What follows belongs to an exercise in optimizing a design on an open flow for small area and a short achievable clock period; a production flow would make more cautious choices.
RTL that was checked went through simulation tests only; none was proved equivalent to the original.
Power is estimated from default activity; no workload was simulated.

Setup of violet:
==> module rf_oct, before the edit <==
module rf_oct (input [7:0] s, input [7:0] d, output y);
	assign y = |(s & d);
endmodule
==> module rf_nor2, before the edit <==
module rf_nor2 (input a, input b, output y);
	assign y = ~(a | b);
endmodule
==> module rf_nand3, before the edit <==
module rf_nand3 (input a, input b, input c, output y);
	assign y = ~(a & b & c);
endmodule
==> module rf_rdbit, before the edit <==
module rf_rdbit (input [31:0] sel, input [31:0] d, input nx, output y);
	wire [3:0] h;
	wire [1:0] m;
	genvar i;
	generate
		for (i = 0; i < 4; i = i + 1) begin : l2
			rf_oct u (.s(sel[8*i+7:8*i]), .d(d[8*i+7:8*i]), .y(h[i]));
		end
		for (i = 0; i < 2; i = i + 1) begin : l3
			rf_nor2 u (.a(h[2*i]), .b(h[2*i+1]), .y(m[i]));
		end
	endgenerate
	rf_nand3 u4 (.a(m[0]), .b(m[1]), .c(nx), .y(y));
endmodule
==> module SingleCycle_Top, before the edit <==
module SingleCycle_Top
(
	input				CLK	,
	input				RST	,
	output [9:0]	IMEM_ADDR	,
	input	 [15:0]	IMEM_RDATA	,
	output [9:0]	DMEM_ADDR	,
	output [15:0]	DMEM_WDATA	,
	output			DMEM_WE		,
	input	 [15:0]	DMEM_RDATA
);
	reg  [15:0] pc;
	reg  [15:0] aux;
	reg  [31:0] vld;
	wire [15:0] I  = IMEM_RDATA;
	wire [5:0]  op = I[15:10];
	wire [4:0]  fa = I[9:5];
	wire [4:0]  fb = I[4:0];
	wire is_sub  = (op == 6'd1);
	wire is_not  = (op == 6'd2);
	wire is_and  = (op == 6'd3) | (op == 6'd11);
	wire is_or   = (op == 6'd4) | (op == 6'd12);
	wire is_xor  = (op == 6'd5) | (op == 6'd13);
	wire is_sll  = (op == 6'd6);
	wire is_srl  = (op == 6'd7) | (op == 6'd8);
	wire is_imm  = (op >= 6'd9) & (op <= 6'd13);
	wire is_lui  = (op == 6'd10);
	wire is_br   = (op >= 6'd14) & (op <= 6'd23);
	wire is_jal  = (op == 6'd24);
	wire is_lw   = (op == 6'd25);
	wire is_sw   = (op == 6'd26);
	wire is_loa  = (op == 6'd28);
	wire reg_we  = (op == 6'd24) | (op == 6'd25) | (op == 6'd27);
	wire [15:0] wdata = is_jal ? pc : (is_lw ? DMEM_RDATA : aux);
	wire [31:0] sel1, sel2;
	wire [31:0] col [0:15];    
	genvar g, b;
	generate
		for (g = 0; g < 32; g = g + 1) begin : regs
			wire        we  = reg_we & (fb == g);
			wire        nwe = ~we;
			wire [15:0] d;
			reg  [15:0] r;
			for (b = 0; b < 16; b = b + 1) begin : bits
				rf_hold h (.we(we), .wd(wdata[b]), .nwe(nwe), .q(r[b]), .y(d[b]));
				assign col[b][g] = r[b];
			end
			always @(posedge CLK) r <= d;
			always @(posedge CLK or negedge RST) begin
				if (!RST) vld[g] <= 1'b0;
				else if (we) vld[g] <= 1'b1;
			end
			assign sel1[g] = (fa == g) & vld[g] & ~killX;
			assign sel2[g] = (fb == g) & vld[g] & ~killY;
		end
	endgenerate
	wire        fwdA  = reg_we & (fa == fb);
	wire        killX = is_imm | fwdA;
	wire        killY = is_imm | reg_we;
	wire [15:0] xsrc  = is_imm ? aux : (fwdA ? wdata : 16'h0);
	wire [15:0] ysrc  = is_imm ? {8'h00, I[7:0]} : (reg_we ? wdata : 16'h0);
	wire [15:0] X, Y;
	generate
		for (b = 0; b < 16; b = b + 1) begin : rdp
			rf_rdbit p1 (.sel(sel1), .d(col[b]), .nx(~xsrc[b]), .y(X[b]));
			rf_rdbit p2 (.sel(sel2), .d(col[b]), .nx(~ysrc[b]), .y(Y[b]));
		end
	endgenerate
	wire        sub  = is_sub | is_br;
	wire [15:0] Yp   = Y ^ {16{sub}};
	wire [15:0] p    = X ^ Yp;           
	wire [15:0] gn   = X & Yp;           
	wire [16:0] sum  = {1'b0, X} + {1'b0, Yp} + {16'h0, sub};
	wire        eq   = &p;               
	wire        ge_u = sum[16];
	wire        ge_s = sum[16] ^ X[15] ^ Y[15];
	wire        gt_u = ge_u & ~eq;
	wire        gt_s = ge_s & ~eq;
	reg taken;
	always @* begin
		case (op[4:0])
			5'd14:   taken = eq;
			5'd15:   taken = ~eq;
			5'd16:   taken = ~gt_s;
			5'd17:   taken = gt_s;
			5'd18:   taken = ge_s;
			5'd19:   taken = ~gt_s;
			5'd20:   taken = ~gt_u;
			5'd21:   taken = gt_u;
			5'd22:   taken = ge_u;
			default: taken = ~gt_u;
		endcase
	end
	wire [15:0] Xr, T, Tr;
	genvar j;
	generate
		for (j = 0; j < 16; j = j + 1) begin : rev
			assign Xr[j] = X[15-j];
			assign Tr[j] = T[15-j];
		end
	endgenerate
	wire [15:0] Z   = is_sll ? X : Xr;
	assign      T   = Z << Y[3:0];
	wire        big = |Y[15:4];
	wire s_sum = ~(is_not | is_and | is_or | is_xor | is_sll | is_srl | is_lui | is_br | is_loa);
	wire [15:0] aux_n =
		  ({16{s_sum}}          & sum[15:0])
		| ({16{is_not}}         & ~X)
		| ({16{is_and}}         & gn)
		| ({16{is_or}}          & (p | gn))
		| ({16{is_xor}}         & p)
		| ({16{is_sll & ~big}}  & T)
		| ({16{is_srl & ~big}}  & Tr)
		| ({16{is_lui}}         & {I[7:0], 8'h00})
		| ({16{is_loa}}         & Y);
	wire [15:0] pc_br, pc_inc;
	add16 u_pcbr (.a(pc), .b(aux), .y(pc_br));
	inc16 u_pcinc (.a(pc), .y(pc_inc));
	wire [15:0] pc_n = is_jal ? aux : ((is_br & taken) ? pc_br : pc_inc);
	always @(posedge CLK or negedge RST) begin
		if (!RST) begin
			pc  <= 16'h0;
			aux <= 16'h0;
		end else begin
			pc  <= pc_n;
			aux <= aux_n;
		end
	end
	assign IMEM_ADDR  = pc[9:0];
	assign DMEM_ADDR  = aux[9:0];
	assign DMEM_WDATA = Y;    
	assign DMEM_WE    = is_sw;
endmodule
Settings: LEC_CHECK=0, CAP_MARGIN=20, CORE_MARGIN=2, CORE_UTILIZATION=40, SLEW_MARGIN=20, SYNTH_HIERARCHICAL=1; clock period 16.0 ns.
standard.sh (not shown) runs the stock make flow with config.mk's settings and CLKGATE_MAP_FILE= SYNTH_SCRIPT=/design/flow/synth_recipe.tcl, a recipe that flattens the netlist after the stock synthesis.
==> flow/flow/run.sh <==
#!/bin/bash
# Layout flow: the standard synthesis unchanged, then the standard ORFS
# layout steps with these changes:
#  - ports are buffered with buf_2 cells (the default picks a slow delay cell),
#  - timing repair may resize across cell footprints and aims for extra
#    setup slack, repairing only the worst paths.
set -euo pipefail
bash standard.sh synth > synth.log 2>&1
bash standard.sh \
  "BUFFER_PORTS_ARGS=-buffer_cell sky130_fd_sc_hd__buf_2" \
  MATCH_CELL_FOOTPRINT=0 \
  SETUP_SLACK_MARGIN=${MARGIN:-7.5} \
  TNS_END_PERCENT=5 \
  finish > layout.log 2>&1
violet: all stages complete, timing, DRC and antenna checks passed
Changes in fjord relative to violet:
diff --git a/flow/design.v b/flow/design.v
--- a/flow/design.v
+++ b/flow/design.v
@@ -1,29 +1,9 @@
 module rf_hold (input we, input wd, input nwe, input q, output y);
 	assign y = (we & wd) | (nwe & q);
 endmodule
-module rf_oct (input [7:0] s, input [7:0] d, output y);
-	assign y = |(s & d);
-endmodule
-module rf_nor2 (input a, input b, output y);
-	assign y = ~(a | b);
-endmodule
-module rf_nand3 (input a, input b, input c, output y);
-	assign y = ~(a & b & c);
-endmodule
-module rf_rdbit (input [31:0] sel, input [31:0] d, input nx, output y);
-	wire [3:0] h;
-	wire [1:0] m;
-	genvar i;
-	generate
-		for (i = 0; i < 4; i = i + 1) begin : l2
-			rf_oct u (.s(sel[8*i+7:8*i]), .d(d[8*i+7:8*i]), .y(h[i]));
-		end
-		for (i = 0; i < 2; i = i + 1) begin : l3
-			rf_nor2 u (.a(h[2*i]), .b(h[2*i+1]), .y(m[i]));
-		end
-	endgenerate
-	rf_nand3 u4 (.a(m[0]), .b(m[1]), .c(nx), .y(y));
+module rf_rdbit (input [31:0] sel, input [31:0] d, output y);
+	assign y = |(sel & d);
 endmodule
 module add16 (input [15:0] a, input [15:0] b, output [15:0] y);
 	wire [16:0] c;
 	assign c[0] = 1'b0;
@@ -97,24 +77,21 @@
 			always @(posedge CLK or negedge RST) begin
 				if (!RST) vld[g] <= 1'b0;
 				else if (we) vld[g] <= 1'b1;
 			end
-			assign sel1[g] = (fa == g) & vld[g] & ~killX;
-			assign sel2[g] = (fb == g) & vld[g] & ~killY;
+			assign sel1[g] = (fa == g) & vld[g];
+			assign sel2[g] = (fb == g) & vld[g];
 		end
 	endgenerate
-	wire        fwdA  = reg_we & (fa == fb);
-	wire        killX = is_imm | fwdA;
-	wire        killY = is_imm | reg_we;
-	wire [15:0] xsrc  = is_imm ? aux : (fwdA ? wdata : 16'h0);
-	wire [15:0] ysrc  = is_imm ? {8'h00, I[7:0]} : (reg_we ? wdata : 16'h0);
-	wire [15:0] X, Y;
+	wire [15:0] rd1, rd2;
 	generate
 		for (b = 0; b < 16; b = b + 1) begin : rdp
-			rf_rdbit p1 (.sel(sel1), .d(col[b]), .nx(~xsrc[b]), .y(X[b]));
-			rf_rdbit p2 (.sel(sel2), .d(col[b]), .nx(~ysrc[b]), .y(Y[b]));
+			rf_rdbit p1 (.sel(sel1), .d(col[b]), .y(rd1[b]));
+			rf_rdbit p2 (.sel(sel2), .d(col[b]), .y(rd2[b]));
 		end
 	endgenerate
+	wire [15:0] X = is_imm ? aux : ((reg_we & (fa == fb)) ? wdata : rd1);
+	wire [15:0] Y = is_imm ? {8'h00, I[7:0]} : (reg_we ? wdata : rd2);
 	wire        sub  = is_sub | is_br;
 	wire [15:0] Yp   = Y ^ {16{sub}};
 	wire [15:0] p    = X ^ Yp;           
 	wire [15:0] gn   = X & Yp;           
@@ -175,7 +152,7 @@
 		end
 	end
 	assign IMEM_ADDR  = pc[9:0];
 	assign DMEM_ADDR  = aux[9:0];
-	assign DMEM_WDATA = Y;    
+	assign DMEM_WDATA = rd2;
 	assign DMEM_WE    = is_sw;
 endmodule
==> comparison <==
The fraction of power consumed by sequential logic in fjord sits 1.3 points below the value recorded for violet. Cmp fjord vs violet: clock network fraction of design power lower in fjord. fjord vs violet — compound-gate portion of the synthesized area rose 2.2 points. Max relative area change from synthesis to final layout across violet and fjord: violet. Compared with violet, fjord shows power that has gone up by a few percent. Changes observed in fjord relative to violet: routed wire length on met3 went up; clock power went up; count of clock-buffer cells in the layout increased by 2.2% relative to the old numbers; critical path depth saw a decrease. Comparing violet and fjord, synthesized cell count is lower on violet. Against violet as the reference, fjord delivers a higher combinational share of power. Core box area, violet and fjord: larger value in fjord.
Only the layout flow was run in fjord; the RTL was not checked for function there.

* * *

The RTL this note starts from:
==> flow/design.v <==
module rf_hold (input we, input wd, input nwe, input q, output y);
	assign y = (we & wd) | (nwe & q);
endmodule
module rf_oct (input [7:0] s, input [7:0] d, output y);
	assign y = |(s & d);
endmodule
module rf_oai21 (input a, input b, input c, output y);
	assign y = ~((a | b) & c);
endmodule
module rf_nor2 (input a, input b, output y);
	assign y = ~(a | b);
endmodule
module rf_nand2 (input a, input b, output y);
	assign y = ~(a & b);
endmodule
module rf_nand3 (input a, input b, input c, output y);
	assign y = ~(a & b & c);
endmodule
module rf_rdbit (input [31:0] sel, input [31:0] d, input nkill, input nx, output y);
	wire [3:0] h;
	wire [1:0] m;
	genvar i;
	generate
		for (i = 0; i < 4; i = i + 1) begin : l2
			rf_oct u (.s(sel[8*i+7:8*i]), .d(d[8*i+7:8*i]), .y(h[i]));
		end
		for (i = 0; i < 2; i = i + 1) begin : l3
			rf_oai21 u (.a(h[2*i]), .b(h[2*i+1]), .c(nkill), .y(m[i]));
		end
	endgenerate
	rf_nand3 u4 (.a(m[0]), .b(m[1]), .c(nx), .y(y));
endmodule
module rf_rdbit2 (input [31:0] sel, input [31:0] d, input nkill, input nx, output r, output y);
	wire [3:0] h;
	wire [1:0] m;
	wire       t;
	genvar i;
	generate
		for (i = 0; i < 4; i = i + 1) begin : l2
			rf_oct u (.s(sel[8*i+7:8*i]), .d(d[8*i+7:8*i]), .y(h[i]));
		end
		for (i = 0; i < 2; i = i + 1) begin : l3
			rf_nor2 u (.a(h[2*i]), .b(h[2*i+1]), .y(m[i]));
		end
	endgenerate
	rf_nand2 u4 (.a(m[0]), .b(m[1]), .y(r));
	rf_nand2 u5 (.a(r), .b(nkill), .y(t));
	rf_nand2 u6 (.a(t), .b(nx), .y(y));
endmodule
module rf_mux4 (input [3:0] d, input [1:0] s, output y);
	assign y = d[s];
endmodule
module rf_rdbit3 (input [31:0] sel, input [31:0] d, input [1:0] lo, input nkill, input nx,
                  output r, output y);
	wire [3:0] t;
	wire       u;
	genvar i, j;
	generate
		for (i = 0; i < 4; i = i + 1) begin : grp
			wire [7:0] s8, d8;
			for (j = 0; j < 8; j = j + 1) begin : m
				assign s8[j] = sel[4*j+i];
				assign d8[j] = d[4*j+i];
			end
			rf_oct u (.s(s8), .d(d8), .y(t[i]));
		end
	endgenerate
	rf_mux4  um (.d(t), .s(lo), .y(r));
	rf_nand2 u5 (.a(r), .b(nkill), .y(u));
	rf_nand2 u6 (.a(u), .b(nx), .y(y));
endmodule
module add16 (input [15:0] a, input [15:0] b, output [15:0] y);
	wire [16:0] c;
	assign c[0] = 1'b0;
	genvar i;
	generate
		for (i = 0; i < 16; i = i + 1) begin : rc
			assign y[i]   = a[i] ^ b[i] ^ c[i];
			assign c[i+1] = (a[i] & b[i]) | (c[i] & (a[i] ^ b[i]));
		end
	endgenerate
endmodule
module inc16 (input [15:0] a, output [15:0] y);
	wire [16:0] c;
	assign c[0] = 1'b1;
	genvar i;
	generate
		for (i = 0; i < 16; i = i + 1) begin : rc
			assign y[i]   = a[i] ^ c[i];
			assign c[i+1] = a[i] & c[i];
		end
	endgenerate
endmodule
module SingleCycle_Top
(
	input				CLK	,
	input				RST	,
	output [9:0]	IMEM_ADDR	,
	input	 [15:0]	IMEM_RDATA	,
	output [9:0]	DMEM_ADDR	,
	output [15:0]	DMEM_WDATA	,
	output			DMEM_WE		,
	input	 [15:0]	DMEM_RDATA
);
	reg  [15:0] pc;
	reg  [15:0] aux;
	reg  [31:0] vld;
	wire [15:0] I  = IMEM_RDATA;
	wire [5:0]  op = I[15:10];
	wire [4:0]  fa = I[9:5];
	wire [4:0]  fb = I[4:0];
	wire is_sub  = (op == 6'd1);
	wire is_not  = (op == 6'd2);
	wire is_and  = (op == 6'd3) | (op == 6'd11);
	wire is_or   = (op == 6'd4) | (op == 6'd12);
	wire is_xor  = (op == 6'd5) | (op == 6'd13);
	wire is_sll  = (op == 6'd6);
	wire is_srl  = (op == 6'd7) | (op == 6'd8);
	wire is_imm  = (op >= 6'd9) & (op <= 6'd13);
	wire is_lui  = (op == 6'd10);
	wire is_br   = (op >= 6'd14) & (op <= 6'd23);
	wire is_jal  = (op == 6'd24);
	wire is_lw   = (op == 6'd25);
	wire is_sw   = (op == 6'd26);
	wire is_loa  = (op == 6'd28);
	wire reg_we  = (op == 6'd24) | (op == 6'd25) | (op == 6'd27);
	wire [15:0] wdata = is_jal ? pc : (is_lw ? DMEM_RDATA : aux);
	wire [31:0] sel1, sel2;
	wire [31:0] col [0:15];    
	genvar g, b;
	generate
		for (g = 0; g < 32; g = g + 1) begin : regs
			wire        we  = reg_we & (fb == g);
			wire        nwe = ~we;
			wire [15:0] d;
			reg  [15:0] r;
			for (b = 0; b < 16; b = b + 1) begin : bits
				rf_hold h (.we(we), .wd(wdata[b]), .nwe(nwe), .q(r[b]), .y(d[b]));
				assign col[b][g] = r[b];
			end
			always @(posedge CLK) r <= d;
			always @(posedge CLK or negedge RST) begin
				if (!RST) vld[g] <= 1'b0;
				else if (we) vld[g] <= 1'b1;
			end
			assign sel1[g] = (fa[4:2] == (g >> 2)) & vld[g];
			assign sel2[g] = (fb[4:2] == (g >> 2)) & vld[g];
		end
	endgenerate
	wire        fwdA  = reg_we & (fa == fb);
	wire        killX = is_imm | fwdA;
	wire        killY = is_imm | reg_we;
	wire [15:0] xsrc  = is_imm ? aux : (fwdA ? wdata : 16'h0);
	wire [15:0] ysrc  = is_imm ? {8'h00, I[7:0]} : (reg_we ? wdata : 16'h0);
	wire [15:0] X, Y, rd2;
	generate
		for (b = 0; b < 16; b = b + 1) begin : rdp
			rf_rdbit3 p1 (.sel(sel1), .d(col[b]), .lo(fa[1:0]), .nkill(~killX), .nx(~xsrc[b]), .r(), .y(X[b]));
			rf_rdbit3 p2 (.sel(sel2), .d(col[b]), .lo(fb[1:0]), .nkill(~killY), .nx(~ysrc[b]), .r(rd2[b]), .y(Y[b]));
		end
	endgenerate
	wire        sub  = is_sub | is_br;
	wire [15:0] Yp   = Y ^ {16{sub}};
	wire [15:0] p    = X ^ Yp;           
	wire [15:0] gn   = X & Yp;           
	wire [16:0] sum  = {1'b0, X} + {1'b0, Yp} + {16'h0, sub};
	wire        eq   = &p;               
	wire        ge_u = sum[16];
	wire        ge_s = sum[16] ^ X[15] ^ Y[15];
	wire        gt_u = ge_u & ~eq;
	wire        gt_s = ge_s & ~eq;
	reg taken;
	always @* begin
		case (op[4:0])
			5'd14:   taken = eq;
			5'd15:   taken = ~eq;
			5'd16:   taken = ~gt_s;
			5'd17:   taken = gt_s;
			5'd18:   taken = ge_s;
			5'd19:   taken = ~gt_s;
			5'd20:   taken = ~gt_u;
			5'd21:   taken = gt_u;
			5'd22:   taken = ge_u;
			default: taken = ~gt_u;
		endcase
	end
	wire [15:0] Xr, T, Tr;
	genvar j;
	generate
		for (j = 0; j < 16; j = j + 1) begin : rev
			assign Xr[j] = X[15-j];
			assign Tr[j] = T[15-j];
		end
	endgenerate
	wire [15:0] Z   = is_sll ? X : Xr;
	assign      T   = Z << Y[3:0];
	wire        big = |Y[15:4];
	wire s_sum = ~(is_not | is_and | is_or | is_xor | is_sll | is_srl | is_lui | is_br | is_loa);
	wire [15:0] aux_n =
		  ({16{s_sum}}          & sum[15:0])
		| ({16{is_not}}         & ~X)
		| ({16{is_and}}         & gn)
		| ({16{is_or}}          & (p | gn))
		| ({16{is_xor}}         & p)
		| ({16{is_sll & ~big}}  & T)
		| ({16{is_srl & ~big}}  & Tr)
		| ({16{is_lui}}         & {I[7:0], 8'h00})
		| ({16{is_loa}}         & Y);
	wire [15:0] pc_br, pc_inc;
	add16 u_pcbr (.a(pc), .b(aux), .y(pc_br));
	inc16 u_pcinc (.a(pc), .y(pc_inc));
	wire [15:0] pc_n = is_jal ? aux : ((is_br & taken) ? pc_br : pc_inc);
	always @(posedge CLK or negedge RST) begin
		if (!RST) begin
			pc  <= 16'h0;
			aux <= 16'h0;
		end else begin
			pc  <= pc_n;
			aux <= aux_n;
		end
	end
	assign IMEM_ADDR  = pc[9:0];
	assign DMEM_ADDR  = aux[9:0];
	assign DMEM_WDATA = rd2;
	assign DMEM_WE    = is_sw;
endmodule
export LEC_CHECK = 0
export CAP_MARGIN = 20
export CORE_MARGIN = 2
export CORE_UTILIZATION = 40
export SLEW_MARGIN = 20
export SYNTH_HIERARCHICAL = 1
create_clock -name core_clock -period 16.0 [get_ports {CLK}]
==> flow/flow/run.sh <==
#!/bin/bash
# Layout flow: the standard synthesis unchanged, then the standard ORFS
# layout steps with these changes:
#  - ports are buffered with buf_2 cells (the default picks a slow delay cell),
#  - timing repair may resize across cell footprints and aims for extra
#    setup slack, repairing only the worst paths,
#  - the clock tree uses larger sink clusters of clkbuf_8 cells.
set -euo pipefail
bash standard.sh synth > synth.log 2>&1
bash standard.sh \
  "BUFFER_PORTS_ARGS=-buffer_cell sky130_fd_sc_hd__buf_2" \
  MATCH_CELL_FOOTPRINT=0 \
  SETUP_SLACK_MARGIN=7.8 \
  TNS_END_PERCENT=5 \
  CTS_CLUSTER_SIZE=14 \
  CTS_CLUSTER_DIAMETER=60 \
  CTS_BUF_LIST=sky130_fd_sc_hd__clkbuf_8 \
  finish > layout.log 2>&1
The starting point went through all stages and came out clean.
Change:
--- a/flow/design.v
+++ b/flow/design.v
@@ -46,28 +46,6 @@
 	rf_nand2 u4 (.a(m[0]), .b(m[1]), .y(r));
 	rf_nand2 u5 (.a(r), .b(nkill), .y(t));
 	rf_nand2 u6 (.a(t), .b(nx), .y(y));
-endmodule
-module rf_mux4 (input [3:0] d, input [1:0] s, output y);
-	assign y = d[s];
-endmodule
-module rf_rdbit3 (input [31:0] sel, input [31:0] d, input [1:0] lo, input nkill, input nx,
-                  output r, output y);
-	wire [3:0] t;
-	wire       u;
-	genvar i, j;
-	generate
-		for (i = 0; i < 4; i = i + 1) begin : grp
-			wire [7:0] s8, d8;
-			for (j = 0; j < 8; j = j + 1) begin : m
-				assign s8[j] = sel[4*j+i];
-				assign d8[j] = d[4*j+i];
-			end
-			rf_oct u (.s(s8), .d(d8), .y(t[i]));
-		end
-	endgenerate
-	rf_mux4  um (.d(t), .s(lo), .y(r));
-	rf_nand2 u5 (.a(r), .b(nkill), .y(u));
-	rf_nand2 u6 (.a(u), .b(nx), .y(y));
 endmodule
 module add16 (input [15:0] a, input [15:0] b, output [15:0] y);
 	wire [16:0] c;
@@ -143,8 +121,8 @@
 				if (!RST) vld[g] <= 1'b0;
 				else if (we) vld[g] <= 1'b1;
 			end
-			assign sel1[g] = (fa[4:2] == (g >> 2)) & vld[g];
-			assign sel2[g] = (fb[4:2] == (g >> 2)) & vld[g];
+			assign sel1[g] = (fa == g) & vld[g];
+			assign sel2[g] = (fb == g) & vld[g];
 		end
 	endgenerate
 	wire        fwdA  = reg_we & (fa == fb);
@@ -155,8 +133,8 @@
 	wire [15:0] X, Y, rd2;
 	generate
 		for (b = 0; b < 16; b = b + 1) begin : rdp
-			rf_rdbit3 p1 (.sel(sel1), .d(col[b]), .lo(fa[1:0]), .nkill(~killX), .nx(~xsrc[b]), .r(), .y(X[b]));
-			rf_rdbit3 p2 (.sel(sel2), .d(col[b]), .lo(fb[1:0]), .nkill(~killY), .nx(~ysrc[b]), .r(rd2[b]), .y(Y[b]));
+			rf_rdbit p1 (.sel(sel1), .d(col[b]), .nkill(~killX), .nx(~xsrc[b]), .y(X[b]));
+			rf_rdbit2 p2 (.sel(sel2), .d(col[b]), .nkill(~killY), .nx(~ysrc[b]), .r(rd2[b]), .y(Y[b]));
 		end
 	endgenerate
 	wire        sub  = is_sub | is_br;
Result: Critical path depth stays the same. Die area falls by 1.4%. Clock power falls by 4.7%. Setup slack gains 0.20 ns. Hold slack stays flat. First-iteration DRC count rises by 6.6%. Design area falls by 1.3%. Power falls by 2.2%. Utilization falls by 0.27 points.

==> separate check: timing with driven ports <==
No port has a modelled driver above. Below, the same layouts with a new extraction and two added sets of constraints.
Step 1 (the two cells are an assumption about what drives the block):
set clk [get_ports {CLK}]
set_driving_cell -lib_cell sky130_fd_sc_hd__clkbuf_16 $clk
set_driving_cell -lib_cell sky130_fd_sc_hd__buf_2 [delete_from_list [all_inputs] $clk]
Step 2, shift: input delay + t, output delay - t, t = (earliest + latest rising clock arrival at the registers) / 2. This alone moves slack from input paths to output paths.
Slacks: ideal / step 1 / step 2; pairs: ideal / step 1.
run | shift t [ns] | slack for setup (ns) | worst data-port slew with drivers (ns)
violet | 0.702 | 6.946 / 6.894 / 6.894 | 0.14
fjord | 0.681 | 7.329 / 7.205 / 6.760 | 0.20
the first run of note 2 | 0.765 | 7.417 / 7.218 / 6.836 | 0.24
the second run of note 2 | 0.742 | 7.621 / 7.486 / 7.192 | 0.25
After both steps every run listed still meets setup and hold. For the first run of note 2, which loses most, drivers alone change the setup slack by -0.199 ns; drivers and shift together by -0.581 ns.
